Source: an optimization exercise on an open RTL-to-GDS flow (aim: small area, a short achievable clock period and few clock cycles). Production flows keep margins and buffers that such runs may drop. In this exercise RTL edits were held to simulation tests only and were not proved equivalent to the original. Power and IR drop assume default switching activity.

$ cat design/flow/config.mk
export PLATFORM = sky130hd
export DESIGN_NAME = CPU
export DESIGN_NICKNAME = CPU
export VERILOG_FILES = /design/flow/design.v
export SDC_FILE = /design/flow/constraint.sdc
export NUM_CORES = 8
export LEC_CHECK = 0
export CAP_MARGIN = 20
export CORE_MARGIN = 2
export CORE_UTILIZATION = 55
export CTS_BUF_LIST = sky130_fd_sc_hd__clkbuf_8
export CTS_CLUSTER_DIAMETER = 60
export CTS_CLUSTER_SIZE = 16
export SLEW_MARGIN = 20
$ cat design/flow/constraint.sdc
create_clock -name core_clock -period 12.0 [get_ports {clk}]
set_input_delay 2.4000 -clock core_clock [delete_from_list [all_inputs] [get_ports {clk}]]
set_output_delay 2.4000 -clock core_clock [all_outputs]
set_load 0.01 [all_outputs]
$ cat design/flow/design.v
module ALU(
    input [31:0] a,
    input [31:0] b,
    input sub,
    input selL,
    input f_and,
    input f_or,
    input f_xor,
    input f_nor,
    input f_slt,
    output [31:0] y
);
    wire [31:0] bx = b ^ {32{sub}};
    wire [31:0] sum = a + bx + {31'd0, sub};
    wire lt = (a[31] ^ b[31]) ? a[31] : sum[31];
    wire [31:0] lg = ({32{f_and}} & (a & b)) |
                     ({32{f_or}}  & (a | b)) |
                     ({32{f_xor}} & (a ^ b)) |
                     ({32{f_nor}} & ~(a | b));
    assign y[31:1] = selL ? lg[31:1] : sum[31:1];
    assign y[0] = f_slt ? lt : (selL ? lg[0] : sum[0]);
endmodule
module Registers(
    input clk,
    input rst,
    input [4:0] ra1,
    input [4:0] ra2,
    input en1,
    input en2,
    input [4:0] wa,
    input [31:0] wd,
    input we,
    output reg [31:0] rd1,
    output reg [31:0] rd2
);
    reg [31:0] regs [0:31];
    reg [31:0] valid;
    integer k;
    genvar i;
    generate
        for (i = 0; i < 32; i = i + 1) begin : row
            always @(posedge clk)
                if (we && wa == i)
                    regs[i] <= wd;
        end
    endgenerate
    always @(posedge clk, posedge rst)
        if (rst)
            valid <= 32'd0;
        else if (we)
            valid[wa] <= 1'b1;
    wire [3:0] h1 = 4'd1 << ra1[4:3];
    wire [7:0] l1 = 8'd1 << ra1[2:0];
    wire [3:0] h2 = 4'd1 << ra2[4:3];
    wire [7:0] l2 = 8'd1 << ra2[2:0];
    reg [31:0] g1 [0:3];
    reg [31:0] g2 [0:3];
    integer j;
    always @(*) begin
        for (j = 0; j < 4; j = j + 1) begin
            g1[j] = 32'd0; g2[j] = 32'd0;
            for (k = 0; k < 8; k = k + 1) begin
                g1[j] = g1[j] | ({32{l1[k] & valid[8*j+k]}} & regs[8*j+k]);
                g2[j] = g2[j] | ({32{l2[k] & valid[8*j+k]}} & regs[8*j+k]);
            end
        end
        rd1 = 32'd0; rd2 = 32'd0;
        for (j = 0; j < 4; j = j + 1) begin
            rd1 = rd1 | ({32{h1[j] & en1}} & g1[j]);
            rd2 = rd2 | ({32{h2[j] & en2}} & g2[j]);
        end
    end
endmodule
module CPU(
    input clk,
    input rst,
    output [7:0] mem_addr,
    output [31:0] mem_wdata,
    output mem_we,
    input [31:0] mem_rdata
);
    reg  [7:0] addr_q;    
    reg        data_q;    
    reg        dload_q;   
    reg  [4:0] lrd_d_q;   
    reg        lwb_q;     
    reg  [4:0] lrd_w_q;   
    reg        we_q;
    reg [31:0] wdata_q;
    reg  [5:0] nf_q;      
    reg        rv_q;      
    reg  [5:0] rpc_q;     
    reg        rpred_q;   
    reg        btb_v;
    reg  [5:0] btb_pc, btb_tgt;
    reg        e_v;
    reg        e_wr;      
    reg        e_lw, e_sw, e_br, e_bne;
    reg  [4:0] e_rd, e_rs, e_rt;
    reg        e_urs, e_urt;
    reg        e_sub, e_selL, e_and, e_or, e_xor, e_nor, e_slt;
    reg        e_fa, e_fb;    
    reg  [5:0] e_tgt;     
    reg        e_mis;     
    reg        e_ceq;     
    reg  [9:0] e_imm;     
    reg [31:0] e_a, e_b;
    reg        w_v;
    reg  [4:0] w_rd;
    reg [31:0] r_q;
    wire [31:0] ins = mem_rdata;
    wire [5:0] op = ins[31:26];
    wire [5:0] fn = ins[5:0];
    wire [4:0] rs = ins[25:21];
    wire [4:0] rt = ins[20:16];
    wire d_r   = op == 6'b000000;
    wire d_i   = ~op[5] & op[3];
    wire d_lw  = op == 6'b100011;
    wire d_sw  = op == 6'b101011;
    wire d_beq = op == 6'b000100;
    wire d_bne = op == 6'b000101;
    wire d_j   = op == 6'b000010;
    wire d_br  = d_beq | d_bne;
    wire d_wr  = d_r | d_i;
    wire d_urs = d_r | d_i | d_lw | d_sw | d_br;
    wire d_urt = d_r | d_sw | d_br;
    wire [4:0] d_rd = d_r ? ins[15:11] : rt;
    wire d_sub = d_r & (fn == 6'b100010 || fn == 6'b101010) | (op == 6'b001010);
    wire d_and = d_r & (fn == 6'b100100) | (op == 6'b001100);
    wire d_or  = d_r & (fn == 6'b100101) | (op == 6'b001101);
    wire d_xor = d_r & (fn == 6'b100110) | (op == 6'b001110);
    wire d_nor = d_r & (fn == 6'b100111);
    wire d_slt = d_r & (fn == 6'b101010) | (op == 6'b001010);
    wire d_selL = d_and | d_or | d_xor | d_nor | d_slt;
    wire [5:0] d_pc1 = rpc_q + 6'd1;
    wire [5:0] d_btgt = d_j ? ins[5:0] : d_pc1 + ins[5:0];
    wire d_back = d_br & ins[15] & ~rpred_q;
    wire d_pred = rpred_q | d_back;
    wire [5:0] d_tgt = d_pred ? d_pc1 : d_btgt;
    wire d_mis = d_br ? 1'b0 : (d_j ? ~d_pred : d_pred);
    wire d_ceq = d_bne ? d_pred : ~d_pred;
    wire [31:0] a = e_fa ? r_q : e_a;
    wire [31:0] b = e_fb ? r_q : e_b;
    wire [31:0] res;
    ALU alu (.a(a), .b(b), .sub(e_sub), .selL(e_selL), .f_and(e_and), .f_or(e_or),
             .f_xor(e_xor), .f_nor(e_nor), .f_slt(e_slt), .y(res));
    wire eq = a == b;
    wire [9:0] daddr = a[9:0] + e_imm;
    wire lhaz = dload_q & ((e_urs & (e_rs == lrd_d_q)) |
                           (e_urt & (e_rt == lrd_d_q)) |
                           (e_wr  & (e_rd == lrd_d_q)));
    wire hold = lwb_q | (e_v & lhaz);
    wire ex = e_v & ~hold;
    wire redirect = ex & (e_mis | (e_br & (eq == e_ceq)));
    wire [5:0] fa = addr_q[5:0];
    wire near = ~data_q & (e_tgt == fa);
    wire refetch = redirect & ~near;
    wire memop = ex & (e_lw | e_sw);
    wire hit = btb_v & ~data_q & (fa == btb_pc);
    wire [5:0] seq = data_q ? nf_q : (hit ? btb_tgt : fa + 6'd1);
    wire d_redir = rv_q & d_back & ~hold & ~redirect;
    wire [5:0] resume = refetch ? e_tgt :
                        (rv_q & hold) ? rpc_q :
                        d_redir ? d_btgt : seq;
    assign mem_addr  = addr_q;
    assign mem_we    = we_q;
    assign mem_wdata = wdata_q;
    wire [31:0] rfa, rfb;
    wire byp_a = w_v & (w_rd == rs);
    wire byp_b = w_v & (w_rd == rt);
    wire en_a = ~hold & ~byp_a;
    wire en_b = ~hold & ~byp_b & ~d_i;
    wire fix_a = lwb_q & e_urs & (e_rs == lrd_w_q);
    wire fix_b = lwb_q & e_urt & (e_rt == lrd_w_q);
    wire [31:0] se = {{16{ins[15]}}, ins[15:0]};
    wire [31:0] oth_a = hold ? (fix_a ? mem_rdata : a) : r_q;
    wire [31:0] oth_b = hold ? (fix_b ? mem_rdata : b) : (d_i ? se : r_q);
    Registers rf (.clk(clk), .rst(rst), .ra1(rs), .ra2(rt), .en1(en_a), .en2(en_b),
                  .wa(w_rd), .wd(r_q), .we(w_v), .rd1(rfa), .rd2(rfb));
    wire [31:0] a_next = rfa | (oth_a & {32{~en_a}});
    wire [31:0] b_next = rfb | (oth_b & {32{~en_b}});
    always @(posedge clk, posedge rst) begin
        if (rst) begin
            addr_q  <= 8'd0;
            data_q  <= 1'b0;
            dload_q <= 1'b0;
            lwb_q   <= 1'b0;
            we_q    <= 1'b0;
            rv_q    <= 1'b0;
            e_v     <= 1'b0;
            w_v     <= 1'b0;
            btb_v   <= 1'b0;
        end else begin
            addr_q  <= memop ? daddr[9:2] : {2'b00, resume};
            data_q  <= memop;
            dload_q <= ex & e_lw;
            we_q    <= ex & e_sw;
            lwb_q   <= dload_q;
            rv_q    <= ~data_q & ~refetch & ~d_redir;
            w_v     <= lwb_q | (ex & e_wr);
            if (!hold)
                e_v <= rv_q & ~redirect;
            if (d_redir)
                btb_v <= 1'b1;
        end
    end
    always @(posedge clk) begin
        nf_q    <= resume;
        rpc_q   <= fa;
        rpred_q <= hit;
        lrd_d_q <= e_rd;
        lrd_w_q <= lrd_d_q;
        wdata_q <= b;
        r_q     <= lwb_q ? mem_rdata : res;
        w_rd    <= lwb_q ? lrd_w_q : e_rd;
        e_a     <= a_next;
        e_b     <= b_next;
        if (d_redir) begin
            btb_pc  <= rpc_q;
            btb_tgt <= d_btgt;
        end
        if (hold) begin
            e_fa <= 1'b0;
            e_fb <= 1'b0;
        end else begin
            e_fa   <= e_v & e_wr & (e_rd == rs);
            e_fb   <= e_v & e_wr & (e_rd == rt) & ~d_i;
            e_imm  <= ins[9:0];
            e_rs   <= rs;
            e_rt   <= rt;
            e_rd   <= d_rd;
            e_urs  <= d_urs;
            e_urt  <= d_urt;
            e_wr   <= d_wr;
            e_lw   <= d_lw;
            e_sw   <= d_sw;
            e_br   <= d_br;
            e_bne  <= d_bne;
            e_sub  <= d_sub;
            e_selL <= d_selL;
            e_and  <= d_and;
            e_or   <= d_or;
            e_xor  <= d_xor;
            e_nor  <= d_nor;
            e_slt  <= d_slt;
            e_tgt  <= d_tgt;
            e_mis  <= d_mis;
            e_ceq  <= d_ceq;
        end
    end
endmodule
$ cat design/flow/flow/run.sh
#!/bin/bash
# Standard ORFS layout, with the timing repair steps aiming for 8 ns of
# setup slack at the design's 12 ns clock (the design's constraints are
# unchanged; only how hard the repair works).
set -euo pipefail
bash standard.sh SETUP_SLACK_MARGIN=8 finish > standard_finish.log 2>&1
$ cat design/flow/standard.sh
#!/bin/bash
# synth_recipe.tcl (not shown) runs the flow's synth.tcl, then flattens the netlist and writes it again
# the make line also repeats each setting of config.mk as NAME=value (left out here)
make -C /OpenROAD-flow-scripts/flow DESIGN_CONFIG=/design/flow/config.mk WORK_HOME=/design/flow/orfs CLKGATE_MAP_FILE= SYNTH_SCRIPT=/design/flow/synth_recipe.tcl "${@:-finish}"
==> results of run 1 <==
-- synth_stat cells, types with 12 or more instances --
cell type	instances
inv_1	95
dfrtp_1	48
dfxtp_1	158
nor4_1	19
and4_1	12
o21ai_1	18
a211oi_1	38
buf_2	60
ha_1	115
a22o_1	197
buf_1	32
and3_1	39
a311oi_1	31
nor3_1	21
and2_1	29
clkbuf_1	298
nand2_1	107
o211ai_1	38
mux4_2	13
nand4_1	180
a21o_1	44
nor2_1	181
o22ai_1	18
mux2i_1	99
o31ai_1	19
xnor2_1	71
o21ai_0	153
a22oi_1	654
a31oi_1	30
a21oi_1	85
nand3_1	128
edfxtp_1	1082
mux2_2	21
a221oi_1	204
xor2_1	67
-- what timing repair did --
action / 4_1_cts / 5_1_grt
setup buffers: 60 / 44
gates cloned: 30 / 11
endpoints found under the setup margin: 156 / 99
gates resized for setup: 412 / 224
hold endpoints to repair: 0 / 0
pin swaps: 77 / 123
-- sequential cells by signal, indices dropped and copies added, names as in the netlist, 6 cells and up --
| name | count |
|---|---|
| addr_q | 8 |
| btb_pc | 6 |
| btb_tgt | 6 |
| e_a | 32 |
| e_b | 32 |
| e_imm | 10 |
| e_tgt | 6 |
| nf_q | 6 |
| r_q | 32 |
| rf.regs | 1024 |
| rf.valid | 32 |
| rpc_q | 6 |
| wdata_q | 32 |
-- cells in the final DEF (no fill, tap or decap), types with 67 or more instances in the layout --
master	count
a21oi_1	73
a221oi_1	100
a221oi_2	96
a22o_1	192
a22oi_1	609
buf_4	161
clkbuf_8	117
dfxtp_1	153
edfxtp_1	1082
ha_1	112
inv_1	102
mux2i_1	76
nand2_1	101
nand3_1	85
nand4_1	180
nor2_1	142
o21ai_0	90
xnor2_1	70
xor2_1	67
-- power groups by stage --
| stage | clock (mW) | sequential [mW] | combinational (mW) |
|---|---|---|---|
| 6_report | 2.89 | 6.09 | 4.36 |
| 5_1_grt | 3.06 | 6.11 | 4.52 |
| 4_1_cts | 2.88 | 6.05 | 4.06 |
| 3_5_place_dp | 0 | 6.16 | 3.85 |
| 3_3_place_gp | 0 | 6.15 | 3.82 |
| 2_1_floorplan | 0 | 6.32 | 1.93 |
-- path summary, 6_finish.rpt --
kind                       slack [ps]  cells past startpoint                      end
max                              7790                     10          e_b[18]$_DFF_P_
min                               410                      0          lwb_q$_DFF_PP0_
max reg2reg                      8080                     13           r_q[0]$_DFF_P_
min reg2reg                       410                      0          lwb_q$_DFF_PP0_
max in group asynchronous        9350                      3  rf.valid[9]$_DFFE_PP0P_
min in group asynchronous        2060                      3           we_q$_DFF_PP0_
-- metrics by stage --
step	cells	hold WS (ps)
detailed placement	5769	378
CTS	6059	405
floorplan	4530	354
finish	6123	406
global placement	5769	379
global route	6116	424
-- routing by layer --
| layer | wire [um] | part of all wire |
|---|---|---|
| met5 | 361 | 0.0015 |
| met1 | 87900 | 0.35 |
| met3 | 36900 | 0.15 |
| met4 | 18700 | 0.076 |
| met2 | 104000 | 0.42 |
-- layout make-up --
type / count / area, um^2 / area share
Tap cell: 1403 / 1760 / 0.0255
Inverter: 97 / 389 / 0.00566
Clock inverter: 84 / 942 / 0.0137
Sequential cell: 1288 / 36900 / 0.537
Multi-Input combinational cell: 2753 / 22600 / 0.329
Timing Repair Buffer: 373 / 4550 / 0.0662
Antenna cell: 9 / 22.5 / 0.000328
Clock buffer: 116 / 1600 / 0.0232
-- kinds of logic after synthesis --
family / Yosys count / share of synthesized area
multiplexers: 134 / 0.0260
XOR/XNOR: 138 / 0.0205
flip-flops: 1288 / 0.625
AO/OA/AOI/OAI: 1587 / 0.201
buffers and inverters: 496 / 0.0337
AND/OR/NAND/NOR: 770 / 0.0686
adder cells (fa/ha/maj): 117 / 0.0251
==> results.json, run 1 <==
{
  "syn_avg_cell_area_um2": 13.0,
  "h-tree-depth": 3,
  "ant_nets": 0,
  "initial_core_util": 0.553,
  "peakVddDrop_uv": 140,
  "syn2layout_area_growth_pct": 16.5,
  "yosysTopAreaCell": "edfxtp_1",
  "die_area_um2": 110000,
  "fmax_mhz": 237,
  "path_buf_inv": 3,
  "nNetsFinal": 4779,
  "worstPathMaxFanout": 7,
  "hp-class": "reg -> reg",
  "tightest_slew_ps": 1070,
  "crit_required_ps": 12730,
  "dieWidth_um": 331,
  "end_kind": "flip-flop",
  "regToRegStartpoint": "r_q[3]$_DFF_P_",
  "busiest_layer": "met2",
  "clk_pin_slew_ps": 110,
  "grt_util_met2": 0.623,
  "drtPass1Iterations": 8,
  "status": "no timing/DRC/antenna violations",
  "switching_share": 0.374,
  "dpl.hpwl_um": 137000,
  "worst-setup-path-type": "in -> reg",
  "crit_path_top_delay_cell": "o211ai_1",
  "use_met1": 0.567,
  "clkPwrFrac": 0.217,
  "cts-root-buf": "clkbuf_8",
  "grt_max_degree": 98,
  "power_mw": 13.3,
  "cts_hold_buf": 0,
  "io_pins": 75,
  "period_minus_slack_ps": 4210,
  "place_area_um2": 62000,
  "drc": 0,
  "grt_pass1_wl_um": 336000,
  "viasPerCell": 7.57,
  "fp.coreArea_um2": 107000,
  "grt_pass1_vias": 42692,
  "p_int_mw": 8.35,
  "seqPwrFrac": 0.456,
  "place_ws_ps": 5810,
  "p_per_area_nw_per_um2": 194,
  "grt_use_met3": 0.158,
  "synth_edf_count": 1082,
  "insertion_delay_ps": 880,
  "cp_top_family": "compound AO/OA/AOI/OAI gates",
  "finalCritPeriodShare": 0.351,
  "power_leakage_nw": 23.4,
  "drive_gt1_frac": 0.202,
  "cts-buffers-inserted": 115,
  "ys_ff_latch": 1288,
  "synthFlopType": "edfxtp_1",
  "drt_iter0_drc": 8434,
  "finalHoldViolations": 0,
  "setup_tns_ps": 0,
  "clockBufferDepth": 3,
  "finalSetupViolCount": 0,
  "routabilityCongestion": 1.03,
  "wire_per_inst_um": 40.5,
  "finalWorstSetupSlack_ps": 7790,
  "synth_top_area_frac": 0.551,
  "cts_tree": "done",
  "relSlewSlack": 0.278,
  "syn_nets": 4681,
  "critical_path_arrival_ps": 4950,
  "seq_area_frac_synth": 0.625,
  "track_usage": 0.433,
  "critPathLaunchType": "input port",
  "drv_cap": 0,
  "rsz0062_at_grt": "yes",
  "ys_types": 90,
  "rows": 120,
  "maxSlewViolCount": 0,
  "syn_inst": 4530,
  "synth-warning-count": 5,
  "antenna_found_initial": 24,
  "worstPathCellList": "buf_8 -> buf_6 -> nor3b_4 -> and2_4 -> buf_12 -> a22o_4 -> a221oi_4 -> nand3_2 -> o211ai_1 -> a31oi_1",
  "fp.dieH_um": 331,
  "fin_skew_ps": 45.2,
  "combPwrFrac": 0.327,
  "synth_area_um2": 59000,
  "netSwitchingPower_mw": 4.99,
  "synth_area_leaders": "edfxtp_1, a22oi_1, dfxtp_1",
  "final_cell_area_um2": 68700,
  "synthArstFlopShare": 0.0373,
  "clock-sinks": 1288,
  "vias": 46366,
  "fillers": 7959,
  "crit_path_max_incr_delay_ps": 900,
  "fin_util": 0.644,
  "cp-startpoint": "mem_rdata[17]",
  "port_buffers": 74,
  "min_from": "dload_q$_DFF_PP0_",
  "wirelength_um": 248000,
  "grt.overflow.total": 0
}
Testbench counts, summed over its fixed seeds: cycles 23,353.
==> run 2, diff against run 1 <==
--- a/design/flow/config.mk
+++ b/design/flow/config.mk
@@ -7,7 +7,7 @@
 export LEC_CHECK = 0
 export CAP_MARGIN = 20
 export CORE_MARGIN = 2
-export CORE_UTILIZATION = 55
+export CORE_UTILIZATION = 50
 export CTS_BUF_LIST = sky130_fd_sc_hd__clkbuf_8
 export CTS_CLUSTER_DIAMETER = 60
 export CTS_CLUSTER_SIZE = 16
==> run 2 against run 1 <==
  * Global-route usage shrank 4.2 points
  * Maximum frequency up 2.5%
  * Clock power shrank 6%
  * Largest cell class unchanged
  * Still clean on timing, DRC and antenna
  * Die area grew 9.9%
  * Final area fell by 1.9%
  * Via count increased by 0.89%
  * Wire length is 0.38% higher
  * Combinational power decreased by 2%
  * Power decreased by 2.4%
  * Sequential power is 1% lower
==> results.json, run 2 <==
{
  "status": "no timing/DRC/antenna violations",
  "wire_per_inst_um": 39.9,
  "syn2layout_area_growth_pct": 14.4,
  "synth_edf_count": 1082,
  "finalHoldViolations": 0,
  "critPathLaunchType": "input port",
  "fp.dieH_um": 347,
  "antenna_found_initial": 21,
  "synth-warning-count": 5,
  "final_common_cell": "edfxtp_1",
  "ys_ff_latch": 1288,
  "track_usage": 0.391,
  "nNetsFinal": 4746,
  "met3_length_um": 37700,
  "wl_met1_um": 88100,
  "ys_types": 90,
  "synth_most_common_cell": "edfxtp_1",
  "cts-root-buf": "clkbuf_8",
  "routabilityCongestion": 0.979,
  "power_leakage_nw": 22.9,
  "grt_pass1_vias": 42735,
  "top_register": "rf.regs",
  "rsz0062_at_grt": "yes",
  "port_buffers": 74,
  "insertion_delay_ps": 930,
  "syn_avg_cell_area_um2": 13.0,
  "synthArstFlopShare": 0.0373,
  "fp.coreArea_um2": 118000,
  "peakVddDrop_uv": 113,
  "syn_inst": 4530,
  "clockBufferDepth": 3,
  "synth_area_leaders": "edfxtp_1, a22oi_1, dfxtp_1",
  "fin_skew_ps": 57.7,
  "setup_tns_ps": 0,
  "ant_nets": 0,
  "dp.cells": 5912,
  "clock-sinks": 1288,
  "crit_required_ps": 12770,
  "hp-class": "reg -> reg",
  "maxSlewViolCount": 0,
  "fillers": 9380,
  "end_kind": "flip-flop",
  "netlist_top_cells_count": "edfxtp_1, a22oi_1, clkbuf_1",
  "fmax_mhz": 243,
  "drtPass1Iterations": 7,
  "syn_nets": 4681,
  "cts-buffers-inserted": 112,
  "synth_area_um2": 59000,
  "topRoutingLayerUsed": "met5",
  "p_per_area_nw_per_um2": 193,
  "dpl.hpwl_um": 141000,
  "die_area_um2": 121000,
  "wirelength_um": 249000,
  "wl_met2_um": 105000,
  "tightest_slew_ps": 1150,
  "h-tree-depth": 3,
  "synthFlopType": "edfxtp_1",
  "grt_max_degree": 88,
  "viasPerCell": 7.51,
  "vias": 46780,
  "cts_tree": "done",
  "drv_cap": 0,
  "drive_gt1_frac": 0.177,
  "final_cell_mix": "edfxtp_1, a22oi_1, a22o_1",
  "finalCritPeriodShare": 0.342,
  "final_cells": 6233,
  "period_minus_slack_ps": 4110,
  "power_mw": 13.0,
  "largest_reg_flops": 1024,
  "synth_top_area_frac": 0.551,
  "drt_iter0_drc": 9257,
  "dieWidth_um": 347,
  "critical_path_arrival_ps": 4870,
  "clk_pin_slew_ps": 110,
  "yosysTopAreaCell": "edfxtp_1",
  "worstPathMaxFanout": 8,
  "seq_area_frac_synth": 0.625,
  "grt.overflow.total": 0,
  "relSlewSlack": 0.223,
  "drc": 0,
  "io_pins": 75,
  "worst-setup-path-type": "in -> reg",
  "finalSetupViolCount": 0,
  "initial_core_util": 0.502,
  "rows": 126,
  "grt_pass1_wl_um": 333000
}
## run 2: worst max-delay path, stage by stage
cell	delay, ps
buf_6	140
buf_16	160
nor2_1	100
and3_4	230
buf_12	160
a22o_1	240
a221oi_2	170
nand3_1	160
o211ai_1	930
a31oi_1	150
## run 2: report_power, final
part	internal, mW	switching (mW)
clock	1.08	1.63
combinational	1.32	2.97
sequential	5.77	0.252
total	8.17	4.85
## run 2: path summary, 6_finish.rpt
path / from / slack (ps) / end / depth (start not counted)
worst min register to register: dload_q$_DFF_PP0_ / 390 / lwb_q$_DFF_PP0_ / 0
worst max-delay path: mem_rdata[16] / 7890 / e_b[17]$_DFF_P_ / 10
max in group asynchronous: rst / 9380 / addr_q[1]$_DFF_PP0_ / 3
min in group asynchronous: rst / 2000 / addr_q[7]$_DFF_PP0_ / 3
worst max register to register: e_fa$_SDFF_PN0_ / 8060 / r_q[0]$_DFF_P_ / 13
worst min-delay path: dload_q$_DFF_PP0_ / 390 / lwb_q$_DFF_PP0_ / 0
## run 2: cells by family after synthesis
group	synth area share
flops	0.625
fa+ha+maj	0.0251
compound gates	0.201
xor+xnor	0.0205
simple gates	0.0686
buf+inv	0.0337
mux	0.0260
## run 2: timing repair
item | 4_1_cts | 5_1_grt
buffers inserted | 35 | 36
endpoints found under the hold margin | 0 | 0
endpoints found under the setup margin | 150 | 98
gates cloned | 15 | 19
pin swaps | 20 | 61
gates resized for setup | 300 | 185
hold buffers | 0 | 0
## run 2: routing by layer
| metal | global-route usage | up-vias |
|---|---|---|
| li1 | - | 18572 |
| met1 | 0.504 | 23237 |
| met2 | 0.569 | 4082 |
| met3 | 0.142 | 877 |
| met4 | 0.225 | 12 |
| met5 | 0 | - |
## run 2: area by class of cell
class | instances | area [um^2] | area share
Clock buffer | 121 | 1670 | 0.0247
Antenna cell | 12 | 30.0 | 0.000445
Sequential cell | 1288 | 36900 | 0.547
Timing Repair Buffer | 346 | 3920 | 0.0581
Tap cell | 1536 | 1920 | 0.0285
Clock inverter | 83 | 662 | 0.00981
Inverter | 97 | 383 | 0.00568
Multi-Input combinational cell | 2750 | 22000 | 0.326
## run 2: metrics by stage
stage          setup WS (ps)   util  hold slack (ps)  area, um^2
2_1_floorplan           7870      -              354       60400
3_3_place_gp            5720  0.530              390       62300
3_5_place_dp            5790  0.530              393       62300
4_1_cts                 7940  0.562              403       66100
5_1_grt                 7950  0.573              398       67400
6_report                7890  0.574              386       67500
==> run 3, diff against run 2 <==
--- a/design/flow/config.mk
+++ b/design/flow/config.mk
@@ -12,3 +12,4 @@
 export CTS_CLUSTER_DIAMETER = 60
 export CTS_CLUSTER_SIZE = 16
 export SLEW_MARGIN = 20
+export TNS_END_PERCENT = 5
==> run 3 against run 2 <==
  * Still clean
  * Worst setup slack got worse by 220 ps
  * Count of clock-buffer cells in the layout shrank 4
  * First-iteration DRC count down 11%
  * Area after synthesis did not move
  * Final area fell by 0.49%
  * Sequential share of layout area grew 0.28 points
  * Utilization is 0.28 points lower
  * Combinational power hardly changed
==> results.json, run 3 <==
{
  "crit_path_top_delay_cell": "nand4_1",
  "clock-sinks": 1288,
  "h-tree-depth": 3,
  "worstPathCellList": "buf_2 -> buf_4 -> buf_4 -> nand4_1 -> a31oi_4 -> a21oi_1",
  "critPathLaunchType": "input port",
  "place_ws_ps": 5620,
  "finalWorstSetupSlack_ps": 7670,
  "synth-warning-count": 5,
  "finalHoldViolations": 0,
  "fillers": 9333,
  "syn_inst": 4530,
  "wirelength_um": 241000,
  "vias": 45849,
  "cp_top_family": "buffers and inverters",
  "drv_cap": 0,
  "yosysTopAreaCell": "edfxtp_1",
  "dp.cells": 5907,
  "syn_avg_cell_area_um2": 13.0,
  "worst-setup-path-type": "in -> reg",
  "critical_path_arrival_ps": 5030,
  "final_cells": 6179,
  "path_buf_inv": 3,
  "insertion_delay_ps": 870,
  "synth_area_leaders": "edfxtp_1, a22oi_1, dfxtp_1",
  "syn_nets": 4681,
  "p_int_mw": 8.29,
  "drc": 0,
  "ys_types": 90,
  "synthArstFlopShare": 0.0373,
  "io_pins": 75,
  "drtPass1Iterations": 6,
  "final_common_cell": "edfxtp_1",
  "nNetsFinal": 4711,
  "final_cell_area_um2": 67100,
  "period_minus_slack_ps": 4330,
  "grt_pass1_vias": 42136,
  "largest_reg_flops": 1024,
  "worstHoldPathCells": 0,
  "combPwrFrac": 0.326,
  "netSwitchingPower_mw": 4.86,
  "maxSlewViolCount": 0,
  "setup_tns_ps": 0,
  "place_area_um2": 61900,
  "antenna_found_initial": 17,
  "initial_core_util": 0.502,
  "synth_top_area_frac": 0.551,
  "switching_share": 0.369,
  "cts-buffers-inserted": 112,
  "power_leakage_nw": 22.7,
  "syn2layout_area_growth_pct": 13.8,
  "clockBufferDepth": 3,
  "worstPathMaxFanout": 45,
  "tightest_slew_ps": 1140,
  "rows": 126,
  "synth_area_um2": 59000,
  "grt_pass1_wl_um": 330000,
  "clkPwrFrac": 0.214,
  "ant_nets": 0,
  "netlist_top_cells_count": "edfxtp_1, a22oi_1, clkbuf_1",
  "hp-class": "reg -> reg",
  "routabilityCongestion": 1.01,
  "drt_iter0_drc": 8205,
  "crit_required_ps": 12700,
  "synth_most_common_cell": "edfxtp_1",
  "finalCritPeriodShare": 0.361,
  "clk_pin_slew_ps": 100,
  "die_area_um2": 121000,
  "cts-root-buf": "clkbuf_8",
  "status": "no timing/DRC/antenna violations",
  "seq_area_frac_synth": 0.625,
  "crit_path_max_incr_delay_ps": 740,
  "dieWidth_um": 347,
  "peakVddDrop_uv": 116,
  "rsz0062_at_grt": "yes",
  "fin_skew_ps": 63.4,
  "crit_cells": 6,
  "crit_top_cell": "buf_4",
  "grt.overflow.total": 0,
  "relSlewSlack": 0.231,
  "ys_ff_latch": 1288,
  "final_cell_mix": "edfxtp_1, a22oi_1, a22o_1",
  "synthFlopType": "edfxtp_1",
  "finalSetupViolCount": 0,
  "track_usage": 0.386,
  "cts_tree": "done",
  "dpl.hpwl_um": 135000,
  "seqPwrFrac": 0.460,
  "drive_gt1_frac": 0.164,
  "fp.coreArea_um2": 118000,
  "wire_per_inst_um": 38.9,
  "r2r_cells": 13,
  "cts_hold_buf": 0,
  "fp.dieH_um": 347,
  "port_buffers": 74,
  "end_kind": "flip-flop",
  "top_register": "rf.regs",
  "synth_edf_count": 1082,
  "p_per_area_nw_per_um2": 196,
  "viasPerCell": 7.42,
  "fmax_mhz": 231,
  "grt_max_degree": 65
}
==> run 3: cell count changes in the layout (fill, tap and decap cells not counted), sizes merged, moves of 5 or more <==
cell / previous run / this run
bufinv: 5 / 11
buf: 258 / 225
clkdlybuf4s15: 7 / 0
clkbuf: 142 / 125
clkdlybuf4s50: 15 / 50
diode: 12 / 7
bufbuf: 9 / 20
inv: 144 / 126
dlygate4sd2: 35 / 8
==> run 3: timing repair <==
item	4_1_cts	5_1_grt
resized for setup	306	155
setup buffers	25	21
setup endpoints to repair	154	144
gates cloned	26	2
endpoints found under the hold margin	0	0
pin swaps	53	37
==> run 3: final cells by class <==
| class | instances | area [um^2] | share of cell area |
|---|---|---|---|
| flip-flops and latches | 1288 | 36900 | 0.549 |
| inverters | 97 | 384 | 0.00572 |
| well taps | 1536 | 1920 | 0.0286 |
| clock inverters | 73 | 816 | 0.0122 |
| multi-input cells | 2747 | 21700 | 0.324 |
| repair buffers | 314 | 3780 | 0.0563 |
| diodes | 7 | 17.5 | 0.000261 |
| clock buffers | 117 | 1610 | 0.0240 |
==> run 3: power by group through the flow <==
stage          Clock, mW  Combinational (mW)  Sequential (mW)
2_1_floorplan          0                1.91             6.31
3_5_place_dp           0                3.84             6.13
4_1_cts             2.82                4.02             6.02
3_3_place_gp           0                3.81             6.13
6_report            2.81                4.28             6.05
5_1_grt             2.98                4.42             6.08
==> run 3: routing by layer <==
| metal | vias up | global-route usage | wire, um |
|---|---|---|---|
| li1 | 18467 | - | - |
| met1 | 22903 | 0.513 | 87500 |
| met2 | 3772 | 0.549 | 101000 |
| met3 | 693 | 0.139 | 35300 |
| met4 | 14 | 0.217 | 17100 |
| met5 | - | 0.00120 | 90 |
==> run 3: path summary, 6_finish.rpt <==
path                              startpoint                      end  slack (ps)
max                            mem_rdata[19]          e_b[28]$_DFF_P_        7670
max in group asynchronous                rst      addr_q[5]$_DFF_PP0_        9290
max reg2reg                  e_fa$_SDFF_PN0_           r_q[0]$_DFF_P_        7910
min                        dload_q$_DFF_PP0_          lwb_q$_DFF_PP0_         420
min reg2reg                dload_q$_DFF_PP0_          lwb_q$_DFF_PP0_         420
min in group asynchronous                rst  rf.valid[7]$_DFFE_PP0P_        2090
==> run 3: metrics by stage <==
step,hold WS (ps),power [mW],util
after detailed placement,414,9.97,0.527
final,421,13.1,0.571
after global routing,444,13.5,0.571
after CTS,434,12.9,0.564
after global placement,416,9.93,0.526
after floorplan,354,8.22,-
==> run 3: logic make-up after synthesis <==
logic type                 Yosys count  share of synthesized area
adders and majority gates          117                     0.0251
xor gates and xnor gates           138                     0.0205
and+or+nand+nor                    770                     0.0686
DFF                               1288                      0.625
muxes                              134                     0.0260
AOI/OAI and AO/OA                 1587                      0.201
buffers and inverters              496                     0.0337
==> run 3: worst register-to-register path: stages (launching register included) <==
cell and delay [ps]:
dfxtp_2 410, buf_12 230, mux2i_2 510, inv_1 210, ha_1 490, nand2_1 80, or4b_1 520, o2bb2ai_2 260
a21o_2 240, nand4_1 200, a2111o_1 440, a21oi_1 180, nand4bb_1 150, a2bb2oi_1 60
==> run 4, diff against run 3 <==
--- a/design/flow/config.mk
+++ b/design/flow/config.mk
@@ -12,4 +12,4 @@
 export CTS_CLUSTER_DIAMETER = 60
 export CTS_CLUSTER_SIZE = 16
 export SLEW_MARGIN = 20
-export TNS_END_PERCENT = 5
+export TNS_END_PERCENT = 25
==> run 4 against run 3 <==
  * Still clean
  * Clock skew increased by 15 ps
  * Clock power about the same
  * Via count increased by 1.4%
  * Power increased by 0.86%
  * Sequential power about the same
  * Combinational power increased by 3%
  * Register-to-register slack improved by 70 ps
  * Non-clock buffer count increased by 58
  * Maximum frequency increased by 2.2%
  * Critical path type unchanged
  * Largest cell class unchanged
  * Highest routed layer unchanged
==> results.json, run 4 <==
{
  "die_area_um2": 121000,
  "synth_area_um2": 59000,
  "routabilityCongestion": 1.03,
  "hp-class": "reg -> reg",
  "insertion_delay_ps": 890,
  "period_minus_slack_ps": 4230,
  "nNetsFinal": 4772,
  "critical_path_arrival_ps": 4970,
  "fp.dieH_um": 347,
  "p_per_area_nw_per_um2": 194,
  "final_cell_mix": "edfxtp_1, a22oi_1, a22o_1",
  "rsz0062_at_grt": "yes",
  "ys_ff_latch": 1288,
  "track_usage": 0.391,
  "initial_core_util": 0.502,
  "worst_hold_slack_ps": 424,
  "grt.overflow.total": 0,
  "finalSetupViolCount": 0,
  "cts_tree": "done",
  "end_kind": "flip-flop",
  "relSlewSlack": 0.200,
  "grt_max_degree": 64,
  "dp.cells": 5912,
  "syn_inst": 4530,
  "cts-root-buf": "clkbuf_8",
  "synth-warning-count": 5,
  "crit_top_cell": "buf_6",
  "drv_cap": 0,
  "io_pins": 75,
  "viasPerCell": 7.44,
  "wl_met1_um": 88600,
  "worst-setup-path-type": "in -> reg",
  "synthArstFlopShare": 0.0373,
  "peakVddDrop_uv": 123,
  "power_mw": 13.3,
  "final_common_cell": "edfxtp_1",
  "clockBufferDepth": 3,
  "topRoutingLayerUsed": "met5",
  "top_register": "rf.regs",
  "wire_per_inst_um": 39.6,
  "synthFlopType": "edfxtp_1",
  "cts-buffers-inserted": 115,
  "h-tree-depth": 3,
  "clock-sinks": 1288,
  "drive_gt1_frac": 0.181,
  "setup_tns_ps": 0,
  "syn_avg_cell_area_um2": 13.0,
  "drtPass1Iterations": 12,
  "wl_met2_um": 102000,
  "synth_edf_count": 1082,
  "rows": 126,
  "port_buffers": 74,
  "status": "no timing/DRC/antenna violations",
  "finalCritPeriodShare": 0.353,
  "crit_path_max_incr_delay_ps": 760,
  "cts_hold_buf": 0,
  "crit_required_ps": 12740,
  "area.sequential_um2": 36900,
  "largest_reg_flops": 1024,
  "grt_pass1_wl_um": 333000,
  "drc": 0,
  "drt_iter0_drc": 8256,
  "wirelength_um": 248000,
  "fillers": 9354,
  "syn2layout_area_growth_pct": 15.6,
  "antenna_found_initial": 18,
  "dpl.hpwl_um": 139000,
  "vias": 46478,
  "worstHoldPathCells": 0,
  "ant_nets": 0,
  "synth_area_leaders": "edfxtp_1, a22oi_1, dfxtp_1",
  "power_leakage_nw": 23.3,
  "synth_most_common_cell": "edfxtp_1",
  "clk_pin_slew_ps": 100,
  "tightest_slew_ps": 1190,
  "fp.coreArea_um2": 118000,
  "critPathLaunchType": "input port",
  "grt_pass1_vias": 42276,
  "finalHoldViolations": 0,
  "synth_top_area_frac": 0.551,
  "maxSlewViolCount": 0,
  "syn_nets": 4681,
  "final_cells": 6251,
  "fmax_mhz": 236,
  "fin_skew_ps": 78.0,
  "ys_types": 90,
  "met3_length_um": 37600,
  "worstPathMaxFanout": 32,
  "dieWidth_um": 347,
  "multi_input_area_um2": 22000,
  "crit_path_top_delay_cell": "o211ai_1",
  "r2r_cells": 13,
  "yosysTopAreaCell": "edfxtp_1",
  "worstPathCellList": "buf_6 -> buf_6 -> and3b_2 -> and2_1 -> buf_12 -> a22o_1 -> a221oi_2 -> nand3_2 -> o211ai_1 -> a31oi_1",
  "seq_area_frac_synth": 0.625,
  "netlist_top_cells_count": "edfxtp_1, a22oi_1, clkbuf_1"
}
## run 4: cell types whose count changed in the layout (fill, tap and decap cells not counted), sizes merged
| cell | before | now |
|---|---|---|
| clkdlybuf4s50 | 50 | 42 |
| inv | 126 | 137 |
| clkinv | 25 | 31 |
| dlygate4sd2 | 8 | 5 |
| bufinv | 11 | 8 |
| diode | 7 | 6 |
| bufbuf | 20 | 17 |
| dlymetal6s2s | 3 | 14 |
| buf | 225 | 277 |
| clkbuf | 125 | 135 |
## run 4: final cells by class
cell class	instances	share of cell area
flip-flops and latches	1288	0.541
clock inverters	87	0.0121
well taps	1536	0.0282
inverters	97	0.00561
clock buffers	118	0.0238
diodes	6	0.000220
multi-input cells	2747	0.322
repair buffers	372	0.0672
## run 4: worst paths after layout
| kind | startpoint | end | slack [ps] |
|---|---|---|---|
| max | mem_rdata[17] | e_b[19]$_DFF_P_ | 7770 |
| min | lrd_d_q[3]$_DFF_P_ | lrd_w_q[3]$_DFF_P_ | 420 |
| max reg2reg | e_rd[3]$_DFFE_PP_ | e_b[25]$_DFF_P_ | 7980 |
| min reg2reg | lrd_d_q[3]$_DFF_P_ | lrd_w_q[3]$_DFF_P_ | 420 |
| max in group asynchronous | rst | rf.valid[18]$_DFFE_PP0P_ | 9320 |
| min in group asynchronous | rst | rf.valid[2]$_DFFE_PP0P_ | 2090 |
## run 4: cell families after synthesis
logic type	Yosys count	share of synthesized area
AOI/OAI and AO/OA	1587	0.201
DFF	1288	0.625
and+or+nand+nor	770	0.0686
buffers and inverters	496	0.0337
xor gates and xnor gates	138	0.0205
muxes	134	0.0260
adders and majority gates	117	0.0251
## run 4: where the power goes
part	switching, mW	internal, mW
clock network	1.65	1.15
registers	0.272	5.77
logic	3.05	1.37
## run 4: stage by stage
step           cell area (um^2)  utilization  setup WS, ps
6_report                  68200        0.580          7770
3_5_place_dp              62100        0.528          5430
4_1_cts                   66800        0.568          7800
5_1_grt                   68200        0.580          7810
2_1_floorplan             60100            -          7870
3_3_place_gp              62100        0.528          5200
## run 4: critical path, delay by kind of cell
kind	cells	cell delay, ps
buf+inv	3	450
compound gates	4	1360
simple gates	3	740
## run 4: layer usage
metal	vias up	track usage
li1	18611	-
met1	23106	0.518
met2	3967	0.558
met3	776	0.137
met4	18	0.223
met5	-	0
## run 4: what timing repair did
action                                  CTS  global route
cloned                                   25            14
endpoints found under the setup margin  155           152
resized for setup                       326           181
pin swaps                                49            41
setup buffers                            36            52
==> run 5, diff against run 4 <==
--- a/design/flow/config.mk
+++ b/design/flow/config.mk
@@ -8,8 +8,7 @@
 export CAP_MARGIN = 20
 export CORE_MARGIN = 2
 export CORE_UTILIZATION = 50
-export CTS_BUF_LIST = sky130_fd_sc_hd__clkbuf_8
+export CTS_BUF_LIST = sky130_fd_sc_hd__clkbuf_8 sky130_fd_sc_hd__clkbuf_16
 export CTS_CLUSTER_DIAMETER = 60
 export CTS_CLUSTER_SIZE = 16
 export SLEW_MARGIN = 20
-export TNS_END_PERCENT = 25
==> run 5 against run 4 <==
  * Utilization is 2.0 points higher
  * Sequential power hardly changed
  * Critical endpoint is now e_b[17]$_DFF_P_
  * Worst setup slack worse by 87 ps
  * Final area is 3.5% higher
  * Clock skew is 42 ps lower
  * Flip-flop and latch count stayed put
  * Register-to-register slack better by 40 ps
  * Via count is 2.6% higher
  * Area after synthesis stayed put
  * Synthesized cell count stayed put
  * Maximum frequency is 2.0% lower
  * First-iteration DRC count is 17% higher
==> results.json, run 5 <==
{
  "status": "no timing/DRC/antenna violations",
  "fp.dieH_um": 347,
  "power_mw": 14.1,
  "peakVddDrop_uv": 134,
  "period_minus_slack_ps": 4320,
  "cts-root-buf": "clkbuf_16",
  "fp.coreArea_um2": 118000,
  "finalSetupViolCount": 0,
  "synthFlopType": "edfxtp_1",
  "seq_area_frac_synth": 0.625,
  "synth_top_area_frac": 0.551,
  "clock-sinks": 1288,
  "die_area_um2": 121000,
  "netlist_top_cells_count": "edfxtp_1, a22oi_1, clkbuf_1",
  "grt_pass1_wl_um": 340000,
  "yosysTopAreaCell": "edfxtp_1",
  "fin_skew_ps": 35.8,
  "port_buffers": 74,
  "crit_required_ps": 12590,
  "maxSlewViolCount": 0,
  "syn_nets": 4681,
  "critical_path_arrival_ps": 4910,
  "dpl.hpwl_um": 141000,
  "cts_tree": "done",
  "ant_nets": 0,
  "topRoutingLayerUsed": "met5",
  "grt_pass1_vias": 43236,
  "ys_types": 90,
  "finalHoldViolations": 0,
  "tightest_slew_ps": 1160,
  "finalCritPeriodShare": 0.360,
  "clockBufferDepth": 3,
  "routabilityCongestion": 0.979,
  "dieWidth_um": 347,
  "wl_met2_um": 106000,
  "largest_reg_flops": 1024,
  "p_per_area_nw_per_um2": 199,
  "drv_cap": 0,
  "grt_max_degree": 88,
  "power_leakage_nw": 24.3,
  "synth_most_common_cell": "edfxtp_1",
  "setup_tns_ps": 0,
  "wirelength_um": 254000,
  "synth_area_leaders": "edfxtp_1, a22oi_1, dfxtp_1",
  "syn_inst": 4530,
  "final_common_cell": "edfxtp_1",
  "clk_pin_slew_ps": 80,
  "cts-buffers-inserted": 112,
  "wl_met1_um": 88900,
  "viasPerCell": 7.57,
  "drive_gt1_frac": 0.210,
  "synth-warning-count": 5,
  "worstPathMaxFanout": 15,
  "critPathLaunchType": "input port",
  "fmax_mhz": 232,
  "drtPass1Iterations": 9,
  "initial_core_util": 0.502,
  "synth_area_um2": 59000,
  "synth_edf_count": 1082,
  "final_cell_area_um2": 70600,
  "syn2layout_area_growth_pct": 19.7,
  "grt.overflow.total": 0,
  "hp-class": "reg -> reg",
  "insertion_delay_ps": 770,
  "track_usage": 0.401,
  "end_kind": "flip-flop",
  "wire_per_inst_um": 40.3,
  "place_area_um2": 62300,
  "synthArstFlopShare": 0.0373,
  "antenna_found_initial": 26,
  "vias": 47706,
  "h-tree-depth": 3,
  "drc": 0,
  "ys_ff_latch": 1288,
  "syn_avg_cell_area_um2": 13.0,
  "final_cell_mix": "edfxtp_1, a22oi_1, a22o_1",
  "top_register": "rf.regs",
  "io_pins": 75,
  "relSlewSlack": 0.222,
  "worst-setup-path-type": "in -> reg",
  "rows": 126,
  "nNetsFinal": 4816,
  "drt_iter0_drc": 9679,
  "rsz0062_at_grt": "yes",
  "met3_length_um": 39000
}
-- run 5: changes by cell type in the layout (fill, tap and decap cells not counted), sizes merged, moves of 2 or more --
cell / delta
clkdlybuf4s15: +2
dlygate4sd2: +37
and2: +2
bufinv: -7
clkinv: -6
inv: +7
clkinvlp: -2
clkbuf: +10
clkdlybuf4s50: -28
buf: +44
diode: +2
dlymetal6s2s: -13
-- run 5: cell families after synthesis --
kind of cell,count (synthesis),synth area share
AO/OA/AOI/OAI,1587,0.201
flip-flops,1288,0.625
AND/OR/NAND/NOR,770,0.0686
buffers and inverters,496,0.0337
XOR/XNOR,138,0.0205
multiplexers,134,0.0260
adder cells (fa/ha/maj),117,0.0251
-- run 5: final timing paths --
kind                              startpoint             endpoint  slack, ps  cells after the start
setup / recovery               mem_rdata[16]      e_b[17]$_DFF_P_       7680                      9
hold / removal             dload_q$_DFF_PP0_      lwb_q$_DFF_PP0_        400                      0
setup reg to reg             e_fa$_SDFF_PN0_       r_q[0]$_DFF_P_       8020                     14
hold reg to reg            dload_q$_DFF_PP0_      lwb_q$_DFF_PP0_        400                      0
max in group asynchronous                rst  addr_q[1]$_DFF_PP0_       9210                      3
min in group asynchronous                rst  addr_q[7]$_DFF_PP0_       2190                      3
-- run 5: final cells by class --
| cell class | count | area [um^2] |
|---|---|---|
| Timing Repair Buffer | 416 | 5120 |
| Antenna cell | 8 | 20.0 |
| Clock buffer | 125 | 3040 |
| Tap cell | 1536 | 1920 |
| Clock inverter | 79 | 569 |
| Sequential cell | 1288 | 36900 |
| Inverter | 97 | 385 |
| Multi-Input combinational cell | 2750 | 22700 |
| Fill cell | 9011 | 47000 |
-- run 5: per-layer routing --
metal | GRT usage | vias to the layer above
met2 | 0.574 | 4339
met3 | 0.148 | 977
met1 | 0.520 | 23607
li1 | - | 18765
met5 | 0 | -
met4 | 0.238 | 18
-- run 5: critical path, stage by stage --
cell and delay (ps):
buf_12 120, buf_12 150, and3b_2 240, buf_12 140, and2_4 240, a221oi_4 320, nand3_2 130, o211ai_1 940
a31oi_1 190
-- run 5: report_power, final --
group / switching [mW] / internal [mW] / total (mW)
Combinational: 3.03 / 1.40 / 4.43
Clock: 1.76 / 1.86 / 3.62
Sequential: 0.252 / 5.77 / 6.02
-- run 5: through the flow --
stage | std cells | setup slack (ps) | utilization | hold slack, ps
floorplan | 4530 | 7870 | - | 354
global placement | 5911 | 5720 | 0.530 | 390
detailed placement | 5912 | 5790 | 0.530 | 393
CTS | 6207 | 7840 | 0.584 | 404
global route | 6293 | 7810 | 0.600 | 406
finish | 6299 | 7680 | 0.600 | 399
-- run 5: what timing repair did --
| action | in CTS | in global routing |
|---|---|---|
| endpoints found under the setup margin | 156 | 97 |
| hold buffers | 0 | 0 |
| gates cloned | 28 | 16 |
| buffers inserted | 63 | 68 |
| resized for setup | 450 | 245 |
| pin swaps | 85 | 130 |
==> run 6, diff against run 5 <==
==> design/flow/flow/run.sh (replaced) <==
#!/bin/bash
# Standard ORFS layout, with the timing repair steps aiming for 8.1 ns of
# setup slack at the design's 12 ns clock (the design's constraints are
# unchanged; only how hard the repair works).
set -euo pipefail
bash standard.sh SETUP_SLACK_MARGIN=8.1 finish > standard_finish.log 2>&1
--- a/design/flow/config.mk
+++ b/design/flow/config.mk
@@ -8,7 +8,7 @@
 export CAP_MARGIN = 20
 export CORE_MARGIN = 2
 export CORE_UTILIZATION = 50
-export CTS_BUF_LIST = sky130_fd_sc_hd__clkbuf_8 sky130_fd_sc_hd__clkbuf_16
+export CTS_BUF_LIST = sky130_fd_sc_hd__clkbuf_8
 export CTS_CLUSTER_DIAMETER = 60
 export CTS_CLUSTER_SIZE = 16
 export SLEW_MARGIN = 20
==> run 6 against run 5 <==
  * Final area fell by 0.33%
  * Wire length rose by 4.7%
  * Register-to-register slack improved by 30 ps
  * Non-clock buffer count rose by 38
  * Largest cell class unchanged
==> results.json, run 6 <==
{
  "vias": 48485,
  "worst-setup-path-type": "in -> reg",
  "synth_area_leaders": "edfxtp_1, a22oi_1, dfxtp_1",
  "wire_per_inst_um": 41.9,
  "clock-sinks": 1288,
  "ant_nets": 0,
  "fp.coreArea_um2": 118000,
  "rows": 126,
  "relSlewSlack": 0.152,
  "die_area_um2": 121000,
  "netlist_top_cells_count": "edfxtp_1, a22oi_1, clkbuf_1",
  "synthMuxAreaShare": 0.0260,
  "largest_reg_flops": 1024,
  "synthArstFlopShare": 0.0373,
  "insertion_delay_ps": 910,
  "dpl.hpwl_um": 141000,
  "fmax_mhz": 239,
  "synth_compound_area_frac": 0.201,
  "clockBufferDepth": 3,
  "setup_tns_ps": 0,
  "yosysTopAreaCell": "edfxtp_1",
  "fin_util": 0.598,
  "ys_ff_latch": 1288,
  "cts_tree": "done",
  "synth_xor_area_frac": 0.0205,
  "maxSlewViolCount": 0,
  "synthFlopType": "edfxtp_1",
  "finalCritPeriodShare": 0.349,
  "hp-class": "reg -> reg",
  "seq_area_frac_synth": 0.625,
  "synth_edf_count": 1082,
  "dieWidth_um": 347,
  "synthAdderAreaFrac": 0.0251,
  "grt_util_met2": 0.592,
  "grt_pass1_vias": 44317,
  "viasPerCell": 7.65,
  "drc": 0,
  "grt.overflow.total": 0,
  "grt_pass1_wl_um": 353000,
  "grt_use_met3": 0.169,
  "rsz0062_at_grt": "yes",
  "peakVddDrop_uv": 120,
  "nNetsFinal": 4859,
  "fp.dieH_um": 347,
  "final_common_cell": "edfxtp_1",
  "dp.cells": 5902,
  "synth_area_um2": 59000,
  "drt_iter0_drc": 9332,
  "status": "no timing/DRC/antenna violations",
  "antenna_found_initial": 22,
  "wirelength_um": 266000,
  "final_cells": 6341,
  "track_usage": 0.418,
  "end_kind": "flip-flop",
  "finalHoldViolations": 0,
  "power_leakage_nw": 24.1,
  "critPathLaunchType": "input port",
  "busiest_layer": "met2",
  "h-tree-depth": 3,
  "crit_required_ps": 12780,
  "drive_gt1_frac": 0.236,
  "syn_inst": 4530,
  "fin_skew_ps": 52.1,
  "worstPathMaxFanout": 6,
  "initial_core_util": 0.502,
  "period_minus_slack_ps": 4180,
  "final_cell_mix": "edfxtp_1, a22oi_1, buf_4",
  "drtPass1Iterations": 7,
  "syn_nets": 4681,
  "synth_top_family_by_area": "compound AO/OA/AOI/OAI gates",
  "io_pins": 75,
  "drv_cap": 0,
  "cts-buffers-inserted": 114,
  "syn_avg_cell_area_um2": 13.0,
  "routabilityCongestion": 1.05,
  "top_register": "rf.regs",
  "finalSetupViolCount": 0,
  "p_per_area_nw_per_um2": 193,
  "syn2layout_area_growth_pct": 19.3,
  "critical_path_arrival_ps": 4960,
  "synth_most_common_cell": "edfxtp_1",
  "cts-root-buf": "clkbuf_8",
  "tightest_slew_ps": 1270,
  "use_met1": 0.528,
  "port_buffers": 74,
  "synth_top_area_frac": 0.551,
  "synth-warning-count": 5,
  "ys_types": 90,
  "synth_simple_gate_area_frac": 0.0686,
  "grt_max_degree": 90,
  "clk_pin_slew_ps": 90
}
-- run 6: changes by cell type in the layout (fill, tap and decap cells not counted), sizes merged, moves of 3 or more --
cell	change
buf	+43
dlygate4sd2	-37
inv	-25
bufinv	+12
bufbuf	+11
clkdlybuf4s15	+9
clkbuf	+8
clkinv	+7
clkinvlp	+7
diode	+5
and3	+3
-- run 6: final timing paths --
kind                       slack [ps]  cells after the start                from                        to
max                              7820                     13       mem_rdata[21]           e_a[30]$_DFF_P_
min                               430                      0  lrd_d_q[3]$_DFF_P_        lrd_w_q[3]$_DFF_P_
max reg2reg                      8050                     13      r_q[5]$_DFF_P_           r_q[31]$_DFF_P_
min reg2reg                       430                      0  lrd_d_q[3]$_DFF_P_        lrd_w_q[3]$_DFF_P_
max in group asynchronous        9340                      3                 rst  rf.valid[27]$_DFFE_PP0P_
min in group asynchronous        2050                      3                 rst       addr_q[6]$_DFF_PP0_
-- run 6: layout make-up --
class                   count  area (um^2)
clock buffers             120         1650
diodes                     13         32.5
repair buffers            454         5750
inverters                  97          385
fillers                  9152        47300
flip-flops and latches   1288        36900
multi-input cells        2753        22800
well taps                1536         1920
clock inverters            80          888
-- run 6: worst max-delay path, cell delays in order --
cell and delay (ps):
buf_12 120, buf_12 150, buf_12 140, nor2_4 60
and3_4 190, buf_12 130, a22o_1 180, a221oi_2 210
nand3_2 140, o211ai_1 640, o21ai_1 180, mux2i_2 290
o21ai_1 100
-- run 6: logic make-up after synthesis --
family | count (synthesis)
XOR/XNOR | 138
multiplexers | 134
AND/OR/NAND/NOR | 770
flip-flops | 1288
AO/OA/AOI/OAI | 1587
buffers and inverters | 496
adder cells (fa/ha/maj) | 117
-- run 6: what timing repair did --
item / 4_1_cts / 5_1_grt
setup endpoints to repair: 161 / 127
buffers inserted: 99 / 67
cloned: 40 / 18
gates resized for setup: 559 / 229
pin swaps: 67 / 76
hold buffers: 0 / 0
-- run 6: layer usage --
metal  wire length [um]  vias up
met5                448        -
met4              22200       30
met3              43100     1114
met2             110000     4545
met1              90300    23959
li1                   -    18837
-- run 6: per-stage QoR --
step | cell area, um^2 | setup WS, ps | total power, mW | hold WS (ps)
CTS | 68600 | 8050 | 13.2 | 425
global route | 70300 | 7850 | 13.8 | 433
global placement | 62500 | 5880 | 9.99 | 416
floorplan | 60900 | 7870 | 8.27 | 354
detailed placement | 62500 | 5880 | 10.0 | 412
finish | 70300 | 7820 | 13.6 | 427
-- run 6: report_power, final --
| part | leakage [nW] | switching [mW] | internal, mW |
|---|---|---|---|
| combinational | 11.0 | 3.07 | 1.44 |
| sequential | 11.8 | 0.366 | 5.77 |
| clock | 1.30 | 1.67 | 1.25 |
| total | 24.1 | 5.10 | 8.46 |
==> run 7, diff against run 6 <==
==> design/flow/flow/run.sh (replaced) <==
#!/bin/bash
# Standard ORFS layout, with the timing repair steps aiming for 7.9 ns of
# setup slack at the design's 12 ns clock (the design's constraints are
# unchanged; only how hard the repair works).
set -euo pipefail
bash standard.sh SETUP_SLACK_MARGIN=7.9 finish > standard_finish.log 2>&1
==> run 7 against run 6 <==
  * Final area is 4.1% lower
  * Clock skew rose by 18 ps
  * Critical endpoint is now e_a[31]$_DFF_P_
  * Still clean
  * Cell count fell by 2.1%
  * Global-route usage fell by 3.7 points
  * Clock power is 2% higher
  * Utilization fell by 2.5 points
  * Largest power group unchanged
  * Non-clock buffer count is 124 lower
  * Worst setup slack worse by 100 ps
  * Flip-flop and latch count stayed put
==> results.json, run 7 <==
{
  "seq_area_frac_synth": 0.625,
  "r2r_slack_ps": 7920,
  "synth_xor_area_frac": 0.0205,
  "track_usage": 0.381,
  "synth_compound_area_frac": 0.201,
  "drive_gt1_frac": 0.168,
  "final_common_cell": "edfxtp_1",
  "synthMuxAreaShare": 0.0260,
  "p_int_mw": 8.40,
  "fmax_mhz": 233,
  "io_pins": 75,
  "wirelength_um": 240000,
  "fin_skew_ps": 70.2,
  "cts_tree": "done",
  "synth_most_common_cell": "edfxtp_1",
  "power_leakage_nw": 23.0,
  "maxSlewViolCount": 0,
  "insertion_delay_ps": 880,
  "p_per_area_nw_per_um2": 197,
  "relSlewSlack": 0.211,
  "peakVddDrop_uv": 139,
  "vias": 45755,
  "cts_hold_buf": 0,
  "worstHoldPathCells": 0,
  "netlist_top_cells_count": "edfxtp_1, a22oi_1, clkbuf_1",
  "ant_nets": 0,
  "period_minus_slack_ps": 4290,
  "drc": 0,
  "fp.coreArea_um2": 118000,
  "drv_cap": 0,
  "drt_iter0_drc": 8795,
  "power_mw": 13.3,
  "clockBufferDepth": 3,
  "synth_area_um2": 59000,
  "drtPass1Iterations": 6,
  "dpl.hpwl_um": 134000,
  "min_from": "lrd_d_q[0]$_DFF_P_",
  "ys_types": 90,
  "hold_end": "lrd_w_q[0]$_DFF_P_",
  "cts-root-buf": "clkbuf_8",
  "seqPwrFrac": 0.451,
  "status": "no timing/DRC/antenna violations",
  "grt_pass1_vias": 41462,
  "worst-setup-path-type": "in -> reg",
  "die_area_um2": 121000,
  "synthFlopType": "edfxtp_1",
  "fp.dieH_um": 347,
  "clk_pin_slew_ps": 110,
  "synth_top_area_frac": 0.551,
  "grt_max_degree": 64,
  "setup_tns_ps": 0,
  "wire_per_inst_um": 38.6,
  "fillers": 9388,
  "syn_nets": 4681,
  "initial_core_util": 0.502,
  "final_cell_mix": "edfxtp_1, a22oi_1, a22o_1",
  "antenna_found_initial": 16,
  "end_kind": "flip-flop",
  "synth_area_leaders": "edfxtp_1, a22oi_1, dfxtp_1",
  "syn2layout_area_growth_pct": 14.4,
  "netSwitchingPower_mw": 4.90,
  "worstPathMaxFanout": 45,
  "combPwrFrac": 0.324,
  "largest_reg_flops": 1024,
  "rows": 126,
  "viasPerCell": 7.37,
  "tightest_slew_ps": 1180,
  "nNetsFinal": 4730,
  "critical_path_arrival_ps": 5010,
  "critPathLaunchType": "input port",
  "finalHoldViolations": 0,
  "synth_simple_gate_area_frac": 0.0686,
  "finalSetupViolCount": 0,
  "fin_util": 0.574,
  "port_buffers": 74,
  "ys_ff_latch": 1288,
  "synth_top_family_by_area": "compound AO/OA/AOI/OAI gates",
  "top_register": "rf.regs",
  "hp-class": "reg -> reg",
  "synth-warning-count": 5,
  "synth_edf_count": 1082,
  "yosysTopAreaCell": "edfxtp_1",
  "h-tree-depth": 3,
  "crit_required_ps": 12720,
  "r2r_end": "addr_q[2]$_DFF_PP0_",
  "regToRegStartpoint": "e_fa$_SDFF_PN0_",
  "syn_avg_cell_area_um2": 13.0,
  "grt_pass1_wl_um": 325000,
  "clock-sinks": 1288,
  "place_ws_ps": 5740,
  "rsz0062_at_grt": "yes",
  "dieWidth_um": 347,
  "cts-buffers-inserted": 115,
  "grt.overflow.total": 0,
  "r2r_cells": 13,
  "synthAdderAreaFrac": 0.0251,
  "finalWorstSetupSlack_ps": 7710,
  "clkPwrFrac": 0.225,
  "synthArstFlopShare": 0.0373,
  "syn_inst": 4530,
  "finalCritPeriodShare": 0.357,
  "switching_share": 0.368,
  "routabilityCongestion": 1.04
}
[run 7: cell counts after synthesis]
Identical to the previous run, type by type.
[run 7: cells by family after synthesis]
group	after synthesis
buf+inv	496
fa+ha+maj	117
flops	1288
xor+xnor	138
mux	134
simple gates	770
compound gates	1587
[run 7: per-layer routing]
| metal | up-vias | part of all wire | global-route usage |
|---|---|---|---|
| met5 | - | 0.0017 | 0.0108 |
| met1 | 22841 | 0.37 | 0.515 |
| met3 | 642 | 0.15 | 0.133 |
| met4 | 12 | 0.064 | 0.200 |
| met2 | 3752 | 0.42 | 0.541 |
| li1 | 18508 | - | - |
[run 7: layout make-up]
type,count,area (um^2),share of cell area
inverters,97,382,0.00566
repair buffers,330,3800,0.0564
multi-input cells,2747,21800,0.323
diodes,7,17.5,0.000260
clock buffers,119,1640,0.0243
flip-flops and latches,1288,36900,0.547
clock inverters,84,1010,0.0150
well taps,1536,1920,0.0285
[run 7: timing repair]
| item | CTS | global route |
|---|---|---|
| setup endpoints to repair | 147 | 95 |
| buffers inserted | 31 | 35 |
| cloned | 19 | 7 |
| pin swaps | 39 | 50 |
| gates resized for setup | 332 | 177 |
| endpoints found under the hold margin | 0 | 0 |
[run 7: power groups by stage]
stage / clock network (mW) / registers [mW] / logic (mW)
after global placement: 0 / 6.08 / 3.84
final: 2.99 / 6.00 / 4.31
after CTS: 3.00 / 5.98 / 4.02
after detailed placement: 0 / 6.09 / 3.87
after floorplan: 0 / 6.31 / 1.91
after global routing: 3.16 / 6.03 / 4.45
[run 7: critical path, stage by stage]
cell and delay, ps:
buf_8 300, buf_6 420, buf_6 440, nand4_1 350, o211ai_1 410, o21ai_1 170
mux2i_2 280, o21ai_1 80
[run 7: per-stage QoR]
step	hold slack [ps]	instance area [um^2]	cells
after global routing	433	67500	6204
after global placement	415	61900	5906
after floorplan	354	59900	4530
after detailed placement	413	61900	5906
final	416	67500	6208
after CTS	425	66300	6159
[run 7: how the worst max path moves through the flow]
stage	startpoint	to	slack, ps	depth (start not counted)
after floorplan	mem_rdata[0]	addr_q[4]$_DFF_PP0_	7870	10
after global placement	mem_rdata[17]	e_b[2]$_DFF_P_	5790	11
after detailed placement	mem_rdata[17]	e_b[2]$_DFF_P_	5740	11
after CTS	e_fb$_SDFF_PN0_	addr_q[2]$_DFF_PP0_	7870	11
after global routing	mem_rdata[17]	e_b[18]$_DFF_P_	7830	11
final	mem_rdata[24]	e_a[31]$_DFF_P_	7710	8
==> run 8, diff against run 7 <==
==> design/flow/flow/run.sh (replaced) <==
#!/bin/bash
# Standard ORFS layout. The timing repair steps aim for 8 ns of setup slack
# at the design's 12 ns clock up to clock tree synthesis, and for 8.25 ns
# in the repair after global routing, which routing later erodes a little
# (the design's constraints are unchanged; only how hard the repair works).
set -euo pipefail
bash standard.sh SETUP_SLACK_MARGIN=8 cts > standard_cts.log 2>&1
bash standard.sh SETUP_SLACK_MARGIN=8.25 finish > standard_finish.log 2>&1
==> run 8 against run 7 <==
  * Still clean
  * Hold slack lost 32 ps
  * Power grew 0.95%
  * Global-route usage grew 0.97 points
  * Maximum frequency grew 3.9%
  * Critical path type unchanged
  * Critical endpoint is now e_b[17]$_DFF_P_
  * Highest routed layer unchanged
==> results.json, run 8 <==
{
  "status": "no timing/DRC/antenna violations",
  "end_kind": "flip-flop",
  "drtPass1Iterations": 7,
  "grt_pass1_wl_um": 333000,
  "p_per_area_nw_per_um2": 190,
  "viasPerCell": 7.61,
  "vias": 48538,
  "maxSlewViolCount": 0,
  "dpl.hpwl_um": 141000,
  "hp-class": "reg -> reg",
  "wire_per_inst_um": 41.1,
  "peakVddDrop_uv": 113,
  "synth_compound_area_frac": 0.201,
  "largest_reg_flops": 1024,
  "clockBufferDepth": 3,
  "final_common_cell": "edfxtp_1",
  "final_cell_mix": "edfxtp_1, a22oi_1, buf_4",
  "track_usage": 0.391,
  "netlist_top_cells_count": "edfxtp_1, a22oi_1, clkbuf_1",
  "antenna_found_initial": 19,
  "drv_cap": 0,
  "relSlewSlack": 0.183,
  "setup_tns_ps": 0,
  "io_pins": 75,
  "final_cells": 6380,
  "syn_nets": 4681,
  "drc": 0,
  "worstPathMaxFanout": 32,
  "initial_core_util": 0.502,
  "critPathLaunchType": "input port",
  "cts_hold_buf": 0,
  "clk_pin_slew_ps": 110,
  "synthMuxAreaShare": 0.0260,
  "yosysTopAreaCell": "edfxtp_1",
  "fp.coreArea_um2": 118000,
  "synth_edf_count": 1082,
  "fp.dieH_um": 347,
  "top_register": "rf.regs",
  "finalSetupViolCount": 0,
  "synth_xor_area_frac": 0.0205,
  "critical_path_arrival_ps": 4890,
  "synth-warning-count": 5,
  "syn_inst": 4530,
  "grt_max_degree": 88,
  "nNetsFinal": 4893,
  "synth_top_family_by_area": "compound AO/OA/AOI/OAI gates",
  "cts-buffers-inserted": 112,
  "grt_pass1_vias": 42735,
  "cts-root-buf": "clkbuf_8",
  "insertion_delay_ps": 930,
  "ys_ff_latch": 1288,
  "fin_skew_ps": 56.8,
  "tightest_slew_ps": 1220,
  "synth_top_area_frac": 0.551,
  "crit_required_ps": 12770,
  "rows": 126,
  "dieWidth_um": 347,
  "synthAdderAreaFrac": 0.0251,
  "h-tree-depth": 3,
  "rsz0062_at_grt": "yes",
  "finalHoldViolations": 0,
  "syn2layout_area_growth_pct": 20.0,
  "synthFlopType": "edfxtp_1",
  "worst-setup-path-type": "in -> reg",
  "synth_area_um2": 59000,
  "routabilityCongestion": 0.979,
  "grt.overflow.total": 0,
  "cts_tree": "done",
  "ys_types": 90,
  "die_area_um2": 121000,
  "drt_iter0_drc": 9947
}
==> run 8: cell counts after synthesis <==
Identical to the previous run, type by type.
==> run 8: kinds of logic (layout without fill, tap and decap cells) <==
family          after synthesis  count (layout)
compound gates             1587            1587
flops                      1288            1288
simple gates                770             779
buf+inv                     496             789
xor+xnor                    138             138
mux                         134             134
fa+ha+maj                   117             117
other cells                   0              12
==> run 8: routing by layer <==
layer | global-route usage | routed length (um) | vias up
met5 | 0 | 165 | -
met4 | 0.225 | 20800 | 10
met3 | 0.142 | 42400 | 1077
met2 | 0.569 | 108000 | 4589
met1 | 0.504 | 90300 | 23975
li1 | - | - | 18887
==> run 8: power by group <==
group / total [mW] / leakage, nW / switching (mW) / internal, mW
Combinational: 4.64 / 11.2 / 3.13 / 1.51
Sequential: 6.06 / 11.8 / 0.286 / 5.77
Clock: 2.72 / 1.28 / 1.64 / 1.08
Total: 13.4 / 24.2 / 5.06 / 8.36
==> run 8: path summary, 6_finish.rpt <==
path                                   startpoint                       end  slack, ps  cells past startpoint
worst min register to register  dload_q$_DFF_PP0_           lwb_q$_DFF_PP0_        380                      0
max in group asynchronous                     rst  rf.valid[27]$_DFFE_PP0P_       9370                      3
min in group asynchronous                     rst       addr_q[7]$_DFF_PP0_       2010                      3
worst max-delay path                mem_rdata[17]           e_b[17]$_DFF_P_       7880                     11
worst max register to register    e_fa$_SDFF_PN0_            r_q[0]$_DFF_P_       8280                     14
worst min-delay path            dload_q$_DFF_PP0_           lwb_q$_DFF_PP0_        380                      0
==> run 8: final cells by class <==
type / instances / area (um^2)
clock inverter: 83 / 662
tap: 1536 / 1920
sequential: 1288 / 36900
timing repair buffer: 488 / 5910
clock buffer: 121 / 1670
inverter: 97 / 389
fill: 9047 / 46800
antenna: 12 / 30.0
multi-input combinational: 2755 / 23300
==> run 8: worst max-delay path, stage by stage <==
cell	delay, ps
buf_12	110
buf_12	130
buf_16	140
nand2_1	80
nor2_2	90
and2_1	200
buf_12	190
a221oi_2	250
nand3_1	170
o211ai_1	920
a31oi_1	160
==> run 8: per-stage QoR <==
step	hold WS [ps]	worst slack (ps)	area [um^2]	util	total power, mW
floorplan	354	7870	60400	-	8.25
global placement	390	5720	62300	0.530	9.91
detailed placement	393	5790	62300	0.530	9.95
CTS	403	7940	66100	0.562	12.7
global route	400	7960	70800	0.602	13.7
finish	384	7880	70800	0.602	13.4
==> run 8: timing repair <==
item                       4_1_cts  5_1_grt
cloned                          15       48
setup endpoints to repair      150      160
buffers inserted                35      154
resized for setup              300      694
pin swaps                       20      192

Setup slack of run 8, layout unchanged: 7.875 ns with ideal ports, 7.908 ns with driving cells assumed (clock clkbuf_16, inputs buf_2), 6.917 ns with port delays also shifted by the 0.990 ns mid clock arrival.
